From an optimization exercise on the open Yosys and OpenROAD flow, aimed at small area, a short achievable clock period and few clock cycles per item; shortcuts taken in it are not production practice. Where RTL was checked, it was by simulation tests only, not by an equivalence proof against the original. Power figures rest on the tool's default switching activity, not on a simulated workload.

// sha256
module sha256(
    input clk,
    input reset,
    input [71:0] input_number,
    output done,
    output [255:0] hash,
    output [71:0] answer_number
);
==> flow/config.mk <==
export PLATFORM = sky130hd
export DESIGN_NAME = sha256
export DESIGN_NICKNAME = sha256
export VERILOG_FILES = /design/flow/design.v
export SDC_FILE = /design/flow/constraint.sdc
export NUM_CORES = 4
export LEC_CHECK = 0
export ABC_AREA = 1
export CAP_MARGIN = 20
export CORE_MARGIN = 2
export CORE_UTILIZATION = 45
export CTS_BUF_LIST = sky130_fd_sc_hd__clkbuf_8
export CTS_CLUSTER_SIZE = 30
export PLACE_DENSITY = 0.55
export SLEW_MARGIN = 20
export SYNTH_HIERARCHICAL = 1
==> flow/constraint.sdc <==
create_clock -name core_clock -period 12.0 [get_ports {clk}]
set_input_delay 2.4000 -clock core_clock [delete_from_list [all_inputs] [get_ports {clk}]]
set_output_delay 2.4000 -clock core_clock [all_outputs]
set_load 0.01 [all_outputs]
standard.sh (not shown) runs the stock make flow with config.mk's settings and CLKGATE_MAP_FILE= SYNTH_SCRIPT=/design/flow/synth_recipe.tcl, a recipe that flattens the netlist after the stock synthesis.
==> flow/flow/run.sh <==
#!/bin/bash
set -uo pipefail
cd "$(dirname "$0")/.."
bash standard.sh \
  "BUFFER_PORTS_ARGS=-buffer_cell sky130_fd_sc_hd__buf_1" \
  SETUP_SLACK_MARGIN=7.7 \
  finish > standard.log 2>&1
Testbench counts at the start, summed over its fixed seeds: cycles 26,880, items 384.
Rerun with:
--- a/flow/design.v
+++ b/flow/design.v
@@ -12,12 +12,13 @@
                       IV6 = 32'h1f83d9ab, IV7 = 32'h5be0cd19;
     reg [71:0]  msg;             
     reg         done_r;
     reg [7:0]   lo;              
     reg [8:0]   hi;              
     reg         ph_pre, ph_rnd, ph_fin, ph_wmsg, idle;
+    reg         ph_sh;           
     reg [31:0]  a, b, c, d, e, f, g, h;
     reg [31:0]  hkw;             
     reg [31:0]  w [0:15];        
     assign done = done_r;
     assign hash = {e, f, g, h, a, b, c, d};
     assign answer_number = msg;
@@ -127,22 +128,25 @@
     integer j;
     always @(posedge clk) begin
         for (j = 15; j > 0; j = j - 1) w[j] <= w[j-1];
         w[0] <= w0_next;
         hkw <= hkw_next;
     end
+    function [31:0] pick(input [31:0] v_sh, input [31:0] v_hold, input [31:0] v_iv);
+        pick = ({32{ph_sh}} & v_sh) | ({32{idle}} & v_hold) | ({32{ph_pre}} & v_iv);
+    endfunction
     always @(posedge clk) begin
-        if (ph_pre) begin
-            a <= IV0; b <= IV1; c <= IV2; d <= IV3;
-            e <= IV4; f <= IV5; g <= IV6; h <= IV7;
-        end else if (ph_rnd | ph_fin) begin
-            a <= ph_fin ? hkw : a_new;
-            b <= a; c <= b; d <= c;
-            e <= e_new;
-            f <= e; g <= f; h <= g;
-        end
+        a <= ({32{ph_rnd}} & a_new) | ({32{ph_fin}} & hkw) |
+             ({32{idle}} & a) | ({32{ph_pre}} & IV0);
+        b <= pick(a, b, IV1);
+        c <= pick(b, c, IV2);
+        d <= pick(c, d, IV3);
+        e <= pick(e_new, e, IV4);
+        f <= pick(e, f, IV5);
+        g <= pick(f, g, IV6);
+        h <= pick(g, h, IV7);
     end
     wire start = (input_number != msg);
     wire c64 = hi[8] & lo[0];
     wire c68 = hi[8] & lo[4];
     always @(posedge clk) begin
         if (start) begin
@@ -157,20 +161,22 @@
         if (reset) begin
             msg <= 72'h0;
             done_r <= 1'b0;
             ph_pre <= 1'b0;
             ph_rnd <= 1'b0;
             ph_fin <= 1'b0;
+            ph_sh <= 1'b0;
             ph_wmsg <= 1'b0;
             idle <= 1'b1;
         end else begin
             msg <= input_number;
             done_r <= start ? 1'b0 : (ph_fin & c68) ? 1'b1 : done_r;
             ph_pre <= start;
             ph_rnd <= ~start & (ph_pre | (ph_rnd & ~c64));
             ph_fin <= ~start & ((ph_rnd & c64) | (ph_fin & ~c68));
+            ph_sh <= ~start & (ph_pre | ph_rnd | (ph_fin & ~c68));
             idle <= ~start & (idle | (ph_fin & c68));
             ph_wmsg <= start | (~start & (ph_pre | ph_rnd) & (hi[0] | (hi[1] & ~lo[6] & ~lo[7])));
         end
     end
 endmodule
 module csa32(input [31:0] x, input [31:0] y, input [31:0] z,
- wire length climbs by 1.9%
- power climbs by 1.3%
- sequential power barely changes
- combinational power is about the same
- maximum frequency climbs by 1.5%
Testbench counts after the change, summed over its fixed seeds: cycles 26,880, items 384.

========
== job 104 ==
sha256 with an RTL version that a note above also has.
For scale: ~4500 cells after synthesis, roughly 900 flip-flops, ~0.041 mm2 of cells after synthesis.
export LEC_CHECK = 0
export ABC_AREA = 1
export CAP_MARGIN = 20
export CORE_MARGIN = 2
export CORE_UTILIZATION = 40
export CTS_BUF_LIST = sky130_fd_sc_hd__clkbuf_8
export CTS_CLUSTER_SIZE = 30
export PLACE_DENSITY = 0.5
export SLEW_MARGIN = 20
export SYNTH_HIERARCHICAL = 1
create_clock -name core_clock -period 12.0 [get_ports {clk}]
==> flow/flow/run.sh <==
#!/bin/bash
set -uo pipefail
cd "$(dirname "$0")/.."
bash standard.sh \
  "BUFFER_PORTS_ARGS=-buffer_cell sky130_fd_sc_hd__buf_1" \
  SETUP_SLACK_MARGIN=7.8 \
  finish > standard.log 2>&1
Testbench counts of job 104, summed over its fixed seeds: cycles 26,880, items 384.
### job 104 -> job 101
--- a/flow/design.v
+++ b/flow/design.v
@@ -10,18 +10,19 @@
                       IV2 = 32'h3c6ef372, IV3 = 32'ha54ff53a,
                       IV4 = 32'h510e527f, IV5 = 32'h9b05688c,
                       IV6 = 32'h1f83d9ab, IV7 = 32'h5be0cd19;
     reg [71:0]  msg;             
     reg         done_r;
     reg [7:0]   lo;              
     reg [8:0]   hi;              
     reg         ph_pre, ph_rnd, ph_fin, ph_wmsg, idle;
     reg         ph_sh;           
+    reg         ph_wsch;         
     reg [31:0]  a, b, c, d, e, f, g, h;
     reg [31:0]  hkw;             
     reg [31:0]  w [0:15];        
     assign done = done_r;
     assign hash = {e, f, g, h, a, b, c, d};
     assign answer_number = msg;
     wire [31:0] kc;
     assign kc[0] = (hi[0] & (lo[1] | lo[2] | lo[3] | lo[4] | lo[5] | lo[7])) | (hi[1] & (lo[1] | lo[3] | lo[6])) | (hi[2] & (lo[0] | lo[4])) | (hi[3] & (lo[1] | lo[3] | lo[4] | lo[5] | lo[6] | lo[7])) | (hi[4] & (lo[0] | lo[3] | lo[5] | lo[7])) | (hi[5] & (lo[0] | lo[1] | lo[3] | lo[4] | lo[6])) | (hi[6] & (lo[3] | lo[4] | lo[6] | lo[7])) | (hi[7] & (lo[1] | lo[5] | lo[6])) | (hi[8] & (lo[0] | lo[1] | lo[3]));
     assign kc[1] = (hi[0] & (lo[2] | lo[4])) | (hi[1] & (lo[2] | lo[3] | lo[5] | lo[6])) | (hi[2] & (lo[1] | lo[2] | lo[4] | lo[5] | lo[7])) | (hi[3] & (lo[0] | lo[3] | lo[4] | lo[5] | lo[7])) | (hi[4] & (lo[3] | lo[5] | lo[6])) | (hi[5] & (lo[1] | lo[3])) | (hi[6] & (lo[0] | lo[4] | lo[5] | lo[6] | lo[7])) | (hi[7] & (lo[0] | lo[1] | lo[4] | lo[5] | lo[6] | lo[7])) | (hi[8] & (lo[1] | lo[3]));
@@ -110,20 +111,20 @@
     wire [31:0] w1c = w1c_r << 1;
     wire [31:0] w2s, w2c_r;
     csa32 u_w2s (.x(w1s), .y(w1c), .z(s1w), .s(w2s), .c(w2c_r));
     wire [31:0] w2c = w2c_r << 1;
     wire [31:0] w_sched;
     add32bk u_w_sched (.x(w2s), .y(w2c), .s(w_sched));
     wire [31:0] w_msg = ({32{hi[0] & lo[0]}} & msg[39:8]) |
                         ({32{hi[0] & lo[1]}} & {msg[7:0], 8'h80, 16'h0}) |
                         ({32{hi[1] & lo[6]}} & 32'd72);
-    wire [31:0] w0_next = idle ? input_number[71:40]
-                        : ph_wmsg ? w_msg : w_sched;
+    wire [31:0] w0_next = ({32{idle}} & input_number[71:40]) |
+                          ({32{ph_wmsg}} & w_msg) | ({32{ph_wsch}} & w_sched);
     wire [31:0] hx = ph_pre ? IV7 : g;
     wire [31:0] hz = w[0] & {32{~hi[8]}};
     wire [31:0] h1s, h1c_r;
     csa32 u_h1s (.x(hx), .y(kc), .z(hz), .s(h1s), .c(h1c_r));
     wire [31:0] h1c = h1c_r << 1;
     wire [31:0] hkw_next;
     add32bk u_hkw_next (.x(h1s), .y(h1c), .s(hkw_next));
     integer j;
     always @(posedge clk) begin
@@ -159,29 +160,31 @@
     end
     always @(posedge clk or posedge reset) begin
         if (reset) begin
             msg <= 72'h0;
             done_r <= 1'b0;
             ph_pre <= 1'b0;
             ph_rnd <= 1'b0;
             ph_fin <= 1'b0;
             ph_sh <= 1'b0;
+            ph_wsch <= 1'b0;
             ph_wmsg <= 1'b0;
             idle <= 1'b1;
         end else begin
             msg <= input_number;
             done_r <= start ? 1'b0 : (ph_fin & c68) ? 1'b1 : done_r;
             ph_pre <= start;
             ph_rnd <= ~start & (ph_pre | (ph_rnd & ~c64));
             ph_fin <= ~start & ((ph_rnd & c64) | (ph_fin & ~c68));
             ph_sh <= ~start & (ph_pre | ph_rnd | (ph_fin & ~c68));
             idle <= ~start & (idle | (ph_fin & c68));
             ph_wmsg <= start | (~start & (ph_pre | ph_rnd) & (hi[0] | (hi[1] & ~lo[6] & ~lo[7])));
+            ph_wsch <= ~start & (ph_pre | ph_rnd | ph_fin) & ~((ph_pre | ph_rnd) & (hi[0] | (hi[1] & ~lo[6] & ~lo[7]))) & ~(ph_fin & c68);
         end
     end
 endmodule
 module csa32(input [31:0] x, input [31:0] y, input [31:0] z,
              output [31:0] s, output [31:0] c);
     assign s = ~(~x ^ y ^ z);
     assign c = ~((~x & ~y) | (~z & (~x | ~y)));
 endmodule
 module add32bk(input [31:0] x, input [31:0] y, output [31:0] s);
### Flow results
In the tables for job 101 and job 104, count of clock-buffer cells in the layout reads higher with job 101. Job 101: all stages complete, timing, DRC and antenna checks passed. Between job 101 and job 104, the proportion of register bits with asynchronous set or reset after synthesis does not differ in any meaningful way. Relative contribution of the clock network to total power for job 101: 2.0 points up relative to job 104. Of job 101 and job 104, the run reporting the higher sequential share of layout area was job 104. Maximum frequency on job 101 is behind job 104. Job 101 against job 104: overall fraction of global-route tracks in use up 0.46 points; core utilization now larger; net switching component of the power -1.1%; starting utilization of the core area roughly the same. Job 101 ended up with hash[97] as its destination of the critical timing path; job 104 ended up with hash[125].
The RTL of job 101 was laid out without a check of its function.

==> static timing again, ports no longer ideal <==
The flow's constraints put no driver on any port. The routed layouts listed below were extracted and timed again, unchanged, in two steps.
Step 1 assumes that a clkbuf_16 drives the clock port and a buf_2 every other input.
Step 2 moves the port delays by t, midway between the first and last clock arrival at a register: inputs arrive t later, outputs are due t later. That takes back most of the time a late clock gives input paths.
Slacks: no drivers / after step 1 / after step 2; pairs: no drivers / after step 1.
run | t, ns | slack for setup (ns) | worst hold slack (ns) | latest minus earliest clock arrival (ns) | slew at the worst register clock pin (ns)
the first run of note 1 | 0.893 | 7.696 / 7.696 / 7.232 | 0.302 / 0.302 / 0.302 | 0.043 / 0.043 | 0.07 / 0.07
the second run of note 1 | 0.913 | 7.761 / 7.689 / 7.376 | 0.312 / 0.312 / 0.312 | 0.046 / 0.047 | 0.07 / 0.07
job 104 | 0.922 | 7.857 / 7.781 / 7.114 | 0.308 / 0.308 / 0.308 | 0.038 / 0.038 | 0.07 / 0.07
job 101 | 0.916 | 7.807 / 7.731 / 7.123 | 0.295 / 0.295 / 0.295 | 0.051 / 0.052 | 0.07 / 0.07
After both steps every run listed still meets setup and hold. For job 104, which loses most, drivers alone change the setup slack by -0.076 ns; drivers and shift together by -0.743 ns.
